Source: an optimization exercise on an open RTL-to-GDS flow (aim: small area, a short achievable clock period and few clock cycles). Production flows keep margins and buffers that such runs may drop.
Function was checked by simulation only, so behaviour that the tests miss may differ from the original.
Power and IR drop assume default switching activity.

<file path="config.mk">
export PLATFORM = sky130hd
export DESIGN_NAME = RV32I_Processor
export DESIGN_NICKNAME = RV32I_Processor
export VERILOG_FILES = /design/flow/design.v
export SDC_FILE = /design/flow/constraint.sdc
export NUM_CORES = 4
export LEC_CHECK = 0
export CAP_MARGIN = 20
export CORE_MARGIN = 2
export CORE_UTILIZATION = 40
export PLACE_DENSITY = 0.6
export SLEW_MARGIN = 20
</file>
<file path="constraint.sdc">
create_clock -name core_clock -period 11.0 [get_ports {clk}]
set_input_delay 2.2000 -clock core_clock [delete_from_list [all_inputs] [get_ports {clk}]]
set_output_delay 2.2000 -clock core_clock [all_outputs]
set_load 0.01 [all_outputs]
</file>
<file path="design.v">
module ALU(
    input  [31:0] A, B,
    input  [3:0]  ALUControl,
    output reg [31:0] Result,
    output Zero,
    output Less,
    output LessU
);
    assign Zero  = (Result == 32'b0);
    assign Less  = ($signed(A) < $signed(B));
    assign LessU = (A < B);
    always @(*) begin
        case (ALUControl)
            4'b0010: Result = A + B;                      
            4'b0110: Result = A - B;                      
            4'b0000: Result = A & B;                      
            4'b0001: Result = A | B;                      
            4'b0011: Result = A ^ B;                      
            4'b0100: Result = A << B[4:0];                
            4'b0101: Result = A >> B[4:0];                
            4'b0111: Result = $signed(A) >>> B[4:0];      
            4'b1000: Result = {31'b0, Less};              
            4'b1001: Result = {31'b0, LessU};             
            default: Result = 32'b0;
        endcase
    end
endmodule
module Control_Unit(
    input  [6:0] opcode,
    input  [2:0] funct3,
    input  [6:0] funct7,
    output reg RegWrite,
    output reg ALUSrc,
    output reg [1:0] ALUSrcA,
    output reg MemWrite,
    output reg MemRead,
    output reg [1:0] ResultSrc,
    output reg Branch,
    output reg Jump,
    output reg JumpReg,
    output reg [3:0] ALUControl,
    output reg [2:0] ImmSrc
);
    always @(*) begin
        RegWrite   = 1'b0;
        ALUSrc     = 1'b0;
        ALUSrcA    = 2'b00;
        MemWrite   = 1'b0;
        MemRead    = 1'b0;
        ResultSrc  = 2'b00;
        Branch     = 1'b0;
        Jump       = 1'b0;
        JumpReg    = 1'b0;
        ALUControl = 4'b0010;
        ImmSrc     = 3'b000;
        case (opcode)
            7'b0110011: begin  
                RegWrite = 1'b1;
                case ({funct7, funct3})
                    10'b0000000_000: ALUControl = 4'b0010;  
                    10'b0100000_000: ALUControl = 4'b0110;  
                    10'b0000000_111: ALUControl = 4'b0000;  
                    10'b0000000_110: ALUControl = 4'b0001;  
                    10'b0000000_100: ALUControl = 4'b0011;  
                    10'b0000000_001: ALUControl = 4'b0100;  
                    10'b0000000_101: ALUControl = 4'b0101;  
                    10'b0100000_101: ALUControl = 4'b0111;  
                    10'b0000000_010: ALUControl = 4'b1000;  
                    10'b0000000_011: ALUControl = 4'b1001;  
                    default:         ALUControl = 4'b0000;
                endcase
            end
            7'b0010011: begin  
                RegWrite = 1'b1;
                ALUSrc   = 1'b1;
                case (funct3)
                    3'b000: ALUControl = 4'b0010;  
                    3'b111: ALUControl = 4'b0000;  
                    3'b110: ALUControl = 4'b0001;  
                    3'b100: ALUControl = 4'b0011;  
                    3'b001: ALUControl = 4'b0100;  
                    3'b101: ALUControl = (funct7 == 7'b0000000) ? 4'b0101 : 4'b0111;  
                    3'b010: ALUControl = 4'b1000;  
                    3'b011: ALUControl = 4'b1001;  
                    default: ALUControl = 4'b0000;
                endcase
            end
            7'b0000011: begin  
                RegWrite  = 1'b1;
                ALUSrc    = 1'b1;
                MemRead   = 1'b1;
                ResultSrc = 2'b01;
            end
            7'b0100011: begin  
                ALUSrc   = 1'b1;
                MemWrite = 1'b1;
                ImmSrc   = 3'b001;
            end
            7'b1100011: begin  
                Branch     = 1'b1;
                ALUControl = 4'b0110;
                ImmSrc     = 3'b010;
            end
            7'b0110111: begin  
                RegWrite = 1'b1;
                ALUSrc   = 1'b1;
                ALUSrcA  = 2'b10;
                ImmSrc   = 3'b011;
            end
            7'b0010111: begin  
                RegWrite = 1'b1;
                ALUSrc   = 1'b1;
                ALUSrcA  = 2'b01;
                ImmSrc   = 3'b011;
            end
            7'b1101111: begin  
                RegWrite  = 1'b1;
                ResultSrc = 2'b10;
                Jump      = 1'b1;
                ImmSrc    = 3'b100;
            end
            7'b1100111: begin  
                RegWrite  = 1'b1;
                ALUSrc    = 1'b1;
                ResultSrc = 2'b10;
                Jump      = 1'b1;
                JumpReg   = 1'b1;
            end
            default: ;
        endcase
    end
endmodule
module Extend(In, ImmSrc, Imm_Ext);
    input  [31:0] In;
    input  [2:0]  ImmSrc;
    output reg [31:0] Imm_Ext;
    always @(*) begin
        case (ImmSrc)
            3'b000: Imm_Ext = {{20{In[31]}}, In[31:20]};                                 
            3'b001: Imm_Ext = {{20{In[31]}}, In[31:25], In[11:7]};                       
            3'b010: Imm_Ext = {{19{In[31]}}, In[31], In[7], In[30:25], In[11:8], 1'b0};  
            3'b011: Imm_Ext = {In[31:12], 12'b0};                                        
            3'b100: Imm_Ext = {{11{In[31]}}, In[31], In[19:12], In[20], In[30:21], 1'b0};  
            default: Imm_Ext = 32'h00000000;
        endcase
    end
endmodule
module Register_file(clk, WE3, WD3, A1, A2, A3, RD1, RD2);
    input clk, WE3;
    input  [4:0]  A1, A2, A3;
    input  [31:0] WD3;
    output [31:0] RD1, RD2;
    reg [31:0] Register [1:31];
    always @(posedge clk) begin
        if (WE3 & (A3 != 5'h00))
            Register[A3] <= WD3;
    end
    assign RD1 = (A1 == 5'h00) ? 32'd0 :
                 (WE3 && (A3 == A1)) ? WD3 : Register[A1];
    assign RD2 = (A2 == 5'h00) ? 32'd0 :
                 (WE3 && (A3 == A2)) ? WD3 : Register[A2];
endmodule
module Hazard_unit(
    input  [4:0] Rs1_D, Rs2_D,
    input  [4:0] Rs1_E, Rs2_E, Rd_E,
    input        MemReadE, PCSrcE,
    input        RegWriteM, RegWriteW,
    input  [4:0] Rd_M, Rd_W,
    output reg [1:0] ForwardAE,
    output reg [1:0] ForwardBE,
    output StallF, StallD, FlushD, FlushE
);
    wire lwStall = MemReadE && (Rd_E != 5'h00) && ((Rd_E == Rs1_D) || (Rd_E == Rs2_D));
    assign StallF = lwStall;
    assign StallD = lwStall;
    assign FlushD = PCSrcE;
    assign FlushE = lwStall | PCSrcE;
    always @(*) begin
        if (RegWriteM && (Rd_M != 5'h00) && (Rd_M == Rs1_E))
            ForwardAE = 2'b10;
        else if (RegWriteW && (Rd_W != 5'h00) && (Rd_W == Rs1_E))
            ForwardAE = 2'b01;
        else
            ForwardAE = 2'b00;
        if (RegWriteM && (Rd_M != 5'h00) && (Rd_M == Rs2_E))
            ForwardBE = 2'b10;
        else if (RegWriteW && (Rd_W != 5'h00) && (Rd_W == Rs2_E))
            ForwardBE = 2'b01;
        else
            ForwardBE = 2'b00;
    end
endmodule
module Branch_Jump_Control(
    input Branch, Jump,
    input Zero, Less, LessU,
    input [2:0] funct3,
    output reg PCSrc
);
    always @(*) begin
        PCSrc = 1'b0;
        if (Jump)
            PCSrc = 1'b1;
        else if (Branch) begin
            case (funct3)
                3'b000: PCSrc = Zero;     
                3'b001: PCSrc = ~Zero;    
                3'b100: PCSrc = Less;     
                3'b101: PCSrc = ~Less;    
                3'b110: PCSrc = LessU;    
                3'b111: PCSrc = ~LessU;   
                default: PCSrc = 1'b0;
            endcase
        end
    end
endmodule
module RV32I_Processor(
    input         clk,
    input         rst,
    output [31:0] imem_addr,
    input  [31:0] imem_rdata,
    output [31:0] dmem_addr,
    output [31:0] dmem_wdata,
    output        dmem_we,
    input  [31:0] dmem_rdata
);
    localparam [31:0] NOP = 32'h00000013;
    reg  [31:0] PCF;
    wire [31:0] PCPlus4F = PCF + 32'd4;
    wire [31:0] PCTargetE;
    wire PCSrcE;
    wire StallF, StallD, FlushD, FlushE;
    always @(posedge clk or posedge rst) begin
        if (rst)
            PCF <= 32'h00000000;
        else if (!StallF)
            PCF <= PCSrcE ? PCTargetE : PCPlus4F;
    end
    assign imem_addr = PCF;
    reg [31:0] InstrD, PCD, PCPlus4D;
    always @(posedge clk or posedge rst) begin
        if (rst) begin
            InstrD   <= NOP;
            PCD      <= 32'h0;
            PCPlus4D <= 32'h0;
        end else if (FlushD) begin
            InstrD   <= NOP;
            PCD      <= 32'h0;
            PCPlus4D <= 32'h0;
        end else if (!StallD) begin
            InstrD   <= imem_rdata;
            PCD      <= PCF;
            PCPlus4D <= PCPlus4F;
        end
    end
    wire RegWriteD, ALUSrcD, MemWriteD, MemReadD, BranchD, JumpD, JumpRegD;
    wire [1:0] ALUSrcAD, ResultSrcD;
    wire [3:0] ALUControlD;
    wire [2:0] ImmSrcD;
    wire [31:0] RD1D, RD2D, ImmExtD;
    wire [4:0] Rs1D = InstrD[19:15];
    wire [4:0] Rs2D = InstrD[24:20];
    wire [4:0] RdD  = InstrD[11:7];
    wire        RegWriteW;
    wire [4:0]  RdW;
    wire [31:0] ResultW;
    Control_Unit control (
        .opcode(InstrD[6:0]),
        .funct3(InstrD[14:12]),
        .funct7(InstrD[31:25]),
        .RegWrite(RegWriteD),
        .ALUSrc(ALUSrcD),
        .ALUSrcA(ALUSrcAD),
        .MemWrite(MemWriteD),
        .MemRead(MemReadD),
        .ResultSrc(ResultSrcD),
        .Branch(BranchD),
        .Jump(JumpD),
        .JumpReg(JumpRegD),
        .ALUControl(ALUControlD),
        .ImmSrc(ImmSrcD)
    );
    Register_file rf (
        .clk(clk),
        .WE3(RegWriteW),
        .WD3(ResultW),
        .A1(Rs1D),
        .A2(Rs2D),
        .A3(RdW),
        .RD1(RD1D),
        .RD2(RD2D)
    );
    Extend extension (
        .In(InstrD),
        .ImmSrc(ImmSrcD),
        .Imm_Ext(ImmExtD)
    );
    reg RegWriteE, ALUSrcE, MemWriteE, MemReadE, BranchE, JumpE, JumpRegE;
    reg [1:0] ALUSrcAE, ResultSrcE;
    reg [3:0] ALUControlE;
    reg [31:0] RD1E, RD2E, ImmExtE, PCE, PCPlus4E;
    reg [4:0] Rs1E, Rs2E, RdE;
    reg [2:0] funct3E;
    always @(posedge clk or posedge rst) begin
        if (rst) begin
            RegWriteE   <= 1'b0;
            ALUSrcE     <= 1'b0;
            MemWriteE   <= 1'b0;
            MemReadE    <= 1'b0;
            BranchE     <= 1'b0;
            JumpE       <= 1'b0;
            JumpRegE    <= 1'b0;
            ALUSrcAE    <= 2'b00;
            ResultSrcE  <= 2'b00;
            ALUControlE <= 4'b0000;
            RD1E        <= 32'h0;
            RD2E        <= 32'h0;
            ImmExtE     <= 32'h0;
            PCE         <= 32'h0;
            PCPlus4E    <= 32'h0;
            Rs1E        <= 5'h0;
            Rs2E        <= 5'h0;
            RdE         <= 5'h0;
            funct3E     <= 3'b000;
        end else if (FlushE) begin
            RegWriteE   <= 1'b0;
            ALUSrcE     <= 1'b0;
            MemWriteE   <= 1'b0;
            MemReadE    <= 1'b0;
            BranchE     <= 1'b0;
            JumpE       <= 1'b0;
            JumpRegE    <= 1'b0;
            ALUSrcAE    <= 2'b00;
            ResultSrcE  <= 2'b00;
            ALUControlE <= 4'b0000;
            RD1E        <= 32'h0;
            RD2E        <= 32'h0;
            ImmExtE     <= 32'h0;
            PCE         <= 32'h0;
            PCPlus4E    <= 32'h0;
            Rs1E        <= 5'h0;
            Rs2E        <= 5'h0;
            RdE         <= 5'h0;
            funct3E     <= 3'b000;
        end else begin
            RegWriteE   <= RegWriteD;
            ALUSrcE     <= ALUSrcD;
            MemWriteE   <= MemWriteD;
            MemReadE    <= MemReadD;
            BranchE     <= BranchD;
            JumpE       <= JumpD;
            JumpRegE    <= JumpRegD;
            ALUSrcAE    <= ALUSrcAD;
            ResultSrcE  <= ResultSrcD;
            ALUControlE <= ALUControlD;
            RD1E        <= RD1D;
            RD2E        <= RD2D;
            ImmExtE     <= ImmExtD;
            PCE         <= PCD;
            PCPlus4E    <= PCPlus4D;
            Rs1E        <= Rs1D;
            Rs2E        <= Rs2D;
            RdE         <= RdD;
            funct3E     <= InstrD[14:12];
        end
    end
    wire [1:0] ForwardAE, ForwardBE;
    reg  [31:0] ALUResultM;
    reg         RegWriteM;
    reg  [4:0]  RdM;
    wire [31:0] FwdAE = (ForwardAE == 2'b10) ? ALUResultM :
                        (ForwardAE == 2'b01) ? ResultW : RD1E;
    wire [31:0] FwdBE = (ForwardBE == 2'b10) ? ALUResultM :
                        (ForwardBE == 2'b01) ? ResultW : RD2E;
    wire [31:0] SrcAE = (ALUSrcAE == 2'b01) ? PCE :
                        (ALUSrcAE == 2'b10) ? 32'h0 : FwdAE;
    wire [31:0] SrcBE = ALUSrcE ? ImmExtE : FwdBE;
    wire [31:0] ALUResultE;
    wire ZeroE, LessE, LessUE;
    ALU alu (
        .A(SrcAE),
        .B(SrcBE),
        .ALUControl(ALUControlE),
        .Result(ALUResultE),
        .Zero(ZeroE),
        .Less(LessE),
        .LessU(LessUE)
    );
    Branch_Jump_Control branch_jump_control (
        .Branch(BranchE),
        .Jump(JumpE),
        .Zero(ZeroE),
        .Less(LessE),
        .LessU(LessUE),
        .funct3(funct3E),
        .PCSrc(PCSrcE)
    );
    assign PCTargetE = JumpRegE ? ((FwdAE + ImmExtE) & 32'hFFFFFFFE) : (PCE + ImmExtE);
    Hazard_unit hazard_unit_inst (
        .Rs1_D(Rs1D),
        .Rs2_D(Rs2D),
        .Rs1_E(Rs1E),
        .Rs2_E(Rs2E),
        .Rd_E(RdE),
        .MemReadE(MemReadE),
        .PCSrcE(PCSrcE),
        .RegWriteM(RegWriteM),
        .RegWriteW(RegWriteW),
        .Rd_M(RdM),
        .Rd_W(RdW),
        .ForwardAE(ForwardAE),
        .ForwardBE(ForwardBE),
        .StallF(StallF),
        .StallD(StallD),
        .FlushD(FlushD),
        .FlushE(FlushE)
    );
    reg        MemWriteM;
    reg [1:0]  ResultSrcM;
    reg [31:0] WriteDataM, PCPlus4M;
    always @(posedge clk or posedge rst) begin
        if (rst) begin
            RegWriteM  <= 1'b0;
            MemWriteM  <= 1'b0;
            ResultSrcM <= 2'b00;
            ALUResultM <= 32'h0;
            WriteDataM <= 32'h0;
            PCPlus4M   <= 32'h0;
            RdM        <= 5'h0;
        end else begin
            RegWriteM  <= RegWriteE;
            MemWriteM  <= MemWriteE;
            ResultSrcM <= ResultSrcE;
            ALUResultM <= ALUResultE;
            WriteDataM <= FwdBE;
            PCPlus4M   <= PCPlus4E;
            RdM        <= RdE;
        end
    end
    assign dmem_addr  = ALUResultM;
    assign dmem_wdata = WriteDataM;
    assign dmem_we    = MemWriteM;
    reg        RegWriteWr;
    reg [1:0]  ResultSrcW;
    reg [31:0] ALUResultW, ReadDataW, PCPlus4W;
    reg [4:0]  RdWr;
    always @(posedge clk or posedge rst) begin
        if (rst) begin
            RegWriteWr <= 1'b0;
            ResultSrcW <= 2'b00;
            ALUResultW <= 32'h0;
            ReadDataW  <= 32'h0;
            PCPlus4W   <= 32'h0;
            RdWr       <= 5'h0;
        end else begin
            RegWriteWr <= RegWriteM;
            ResultSrcW <= ResultSrcM;
            ALUResultW <= ALUResultM;
            ReadDataW  <= dmem_rdata;
            PCPlus4W   <= PCPlus4M;
            RdWr       <= RdM;
        end
    end
    assign RegWriteW = RegWriteWr;
    assign RdW       = RdWr;
    assign ResultW   = (ResultSrcW == 2'b01) ? ReadDataW :
                       (ResultSrcW == 2'b10) ? PCPlus4W : ALUResultW;
endmodule
</file>
<file path="run.sh">
#!/bin/bash
# synth_recipe.tcl (not shown) runs the flow's synth.tcl, then flattens the netlist and writes it again
# the make line also repeats each setting of config.mk as NAME=value (left out here)
make -C /OpenROAD-flow-scripts/flow DESIGN_CONFIG=/design/flow/config.mk WORK_HOME=/design/flow/orfs CLKGATE_MAP_FILE= SYNTH_SCRIPT=/design/flow/synth_recipe.tcl finish
</file>
==> summary.md <==
| Metric | Value |
|---|---|
| Share of cells above drive strength 1 | 18.6% |
| Most common cell after layout, fill and taps aside | edfxtp_1 |
| Final Cycle Share | 95.1% |
| Worst-Margin Slew | 1.31 ns |
| Port Buf Inserts | 162 |
| FF-to-FF setup slack | 0.54 ns |
| Initial DRT Pass Iterations | 7 |
| Routed WL | 321,000 µm |
| Crit path to | PCF[7]$_DFFE_PP0N_ |
| Htree depth | 4 |
| R2r endpoint | PCF[7]$_DFFE_PP0N_ |
| Pin count of the biggest net entering global routing | 151 |
| P&R area growth vs syn | 14.2% |
| CP Max Fanout | 49 |
| FF+latch count, synth | 1,517 |
| WP depth | 25 |
| RR Startpoint | RdWr[3]$_DFF_PP0_ |
| RSZ-0062 raised after global routing | false |
| Crit path from | RdWr[3]$_DFF_PP0_ |
| Die width | 451 µm |
| Core area | 199,000 µm² |
| Avg Cell Area, Syn | 13.0 µm² |
| Initial antenna violation count | 20 |
| CTS clk-pin slew, worst paths | 0.06 ns |
| Hold Path Origin | PCPlus4E[21]$_DFF_PP0_ |
| Syn nets | 6,364 |
| Fraction of registers with async set/reset | 34.6% |
| Total CTS buffers | 165 |
| Element type at the critical path start | register |
| Routability Congestion | 1.02 |
| Root Driver | clkbuf_16 |
| Max_slew headroom | 12.4% |
| Worst path top cell family by delay | compound AO/OA/AOI/OAI gates |
| Setup TNS Final | 0 ns |
| Critical Path AT | 11.16 ns |
| Leak pwr | 32.5 nW |
| Final ANT Viol Nets | 0 |
| Fin. max-slew vios | 0 |
| Vias per inst | 6.52 |
| Mapped Cells | 6,132 |
| Commonest cells after routing, fill and taps aside | 992 x edfxtp_1, 514 x mux4_2, 507 x dfrtp_1 |
| Number of DRC markers in iteration 0 | 8,694 |
| Finished Core Util | 45.8% |
| Fin Clk Skew | 0.0542 ns |
| Status | timing/DRC/antenna clean |
| Minimum clock period | 10.46 ns |
| Longest Clk Path Bufs | 3 |
| Slowest stage cell, crit path | mux2i_1 |
| Wirelength per Cell | 35.4 µm |
| CTS tree | done |
| Num rows | 164 |
| Vias post-DR | 59.0k |
| Total track usage | 31.0% |
| Ys flop type | edfxtp_1 |
| Final setup viols | 0 |
| Post-synth EDFFs | 992 |
| Global Route met2 Usage | 47.7% |
| Post_cts resized | 0 |
| Hold buffers post-CTS | 0 |
| Hold crit path type | reg2reg |
| CP max stage delay | 0.72 ns |
| Ys Warns | 7 |
| Die height | 451 µm |
| Met1 Use GR | 41.0% |
| Max cap viols | 0 |
| Largest register FFs | 992 |
| HPWL Detailed | 213,000 µm |
| Worst VDD drop | 0.179 mV |
| Unique masters post-synth | 102 |
| GR peak layer | met2 |
| Pwr Density | 210 nW/µm² |
| Worst Reg-to-Reg Cells | 25 |
| Reg with most FFs | rf.Register |
| Setup Crit Path Kind | reg2reg |
| Vias in the first global route | 57.0k |
| # Post-CTS Setup Buffers | 0 |
| CP Buf/Inv Count | 2 |
| Peak Freq | 95.6 MHz |
| CP Capture Type | register |
| Clk sink count | 1,517 |
| Drt drc | 0 |
| Fin. Hold Viols | 0 |
| Fin nets | 6,465 |
| Sequential fraction of the synthesis area | 53.7% |
| Gr ovfl total | 0 |
| WP data required | 11.70 ns |
| Starting Density | 40.1% |
| IO Pins | 163 |
| Die area | 204,000 µm² |
| First-pass GRT wire length | 447,000 µm |
| GR Layer Usage met3 | 6.53% |
| Clock latency at the later pin of the worst-skew pair | 0.84 ns |
| Post-Syn Area | 80,000 µm² |
-- where the power goes --
| part | leakage (nW) | internal [mW] | switching [mW] | total [mW] |
|---|---|---|---|---|
| logic | 14.5 | 1.77 | 3.62 | 5.39 |
| registers | 15.2 | 7.22 | 0.859 | 8.08 |
| clock network | 2.70 | 3.25 | 2.42 | 5.67 |
-- layer usage --
layer,vias up,part of all wire (%)
met5,-,0.0047
met4,2,6.5
met3,787,9.6
met2,3626,46
met1,30300,38
li1,24200,-
-- worst min path at each step --
stage	to	slack (ns)	cells past startpoint
floorplan	MemWriteM$_DFF_PP0_	0.33	0
global placement	PCPlus4W[28]$_DFF_PP0_	0.33	0
detailed placement	PCPlus4M[8]$_DFF_PP0_	0.33	0
CTS	RegWriteM$_DFF_PP0_	0.34	0
global route	ResultSrcW[1]$_DFF_PP0_	0.35	0
finish	PCPlus4M[21]$_DFF_PP0_	0.34	0
-- through the flow --
step	setup slack, ns	total power [mW]	std cells	instance area [µm²]	hold slack [ns]
global route	0.369	19.7	9033	91300	0.348
detailed placement	0.979	13.4	8721	85700	0.335
finish	0.541	19.1	9050	91300	0.340
global placement	1.18	13.3	8720	85700	0.331
CTS	0.933	19.0	9024	91200	0.345
floorplan	1.67	10.5	6132	80000	0.331
-- synth_stat cells (26+ instances only) --
master     count  share of area, %
inv_1        148              0.69
edfxtp_1     992                37
o211ai_1      46              0.43
nor2_1       464               2.2
a22oi_1       72              0.68
mux2_2        26              0.37
mux4_2       514                14
dfrtp_1      522                16
nand3_1      125              0.78
a211oi_1     266               2.5
and2_1        93              0.73
mux2i_1      352               4.4
nand2b_1      44              0.34
a31oi_1       60              0.47
nand4_1       28              0.22
nor3_1        90              0.56
nand2_1      405               1.9
xor2_1        39              0.43
ha_1         162               2.5
buf_1         93              0.44
a2111oi_0     38              0.42
a21oi_1      319               2.0
buf_2         46              0.29
and3_1        46              0.36
clkbuf_1     306               1.4
o21ai_0      238               1.5
a21o_1        43              0.40
xnor2_1       74              0.81
-- layout make-up --
| class | instances | area, µm² |
|---|---|---|
| Timing Repair Buffer | 390 | 3460 |
| Multi-Input combinational cell | 4006 | 35400 |
| Clock buffer | 225 | 4610 |
| Antenna cell | 25 | 62.6 |
| Tap cell | 2656 | 3320 |
| Fill cell | 17600 | 108000 |
| Sequential cell | 1517 | 43000 |
| Clock inverter | 78 | 932 |
| Inverter | 153 | 578 |
-- logic make-up after synthesis --
logic type / after synthesis / share of synthesized area [%]
AOI/OAI and AO/OA: 1403 / 11.9
xor gates and xnor gates: 113 / 1.24
adders and majority gates: 166 / 2.63
buffers and inverters: 609 / 3.02
DFF: 1517 / 53.7
muxes: 894 / 19.3
and+or+nand+nor: 1430 / 8.25
Testbench counts, summed over its fixed seeds: cycles 67,204.

[afterwards: timing with drivers on the ports]
Ports are ideal in the flow. The routed layout listed here was re-timed in OpenROAD. Step 1 (the two cells are an assumption about what drives the block):
set clk [get_ports {clk}]
set_driving_cell -lib_cell sky130_fd_sc_hd__clkbuf_16 $clk
set_driving_cell -lib_cell sky130_fd_sc_hd__buf_2 [delete_from_list [all_inputs] $clk]
Step 2 times the ports against the registers' clock, not the clock port: input delays grow and output delays shrink by t, the midpoint of the rising clock arrivals with the driver on. Three values: no drivers, after step 1, after step 2; two values: the first two.
t, ns: 0.885
setup slack, ns: 0.541 / 0.541 / 0.541
worst setup path after step 2: register to register
worst slew at a driven data input, ns: 0.07
After both steps setup and hold are still met in this run. The setup slack of this run moves by 0.000 ns with the drivers and by 0.000 ns with both steps.
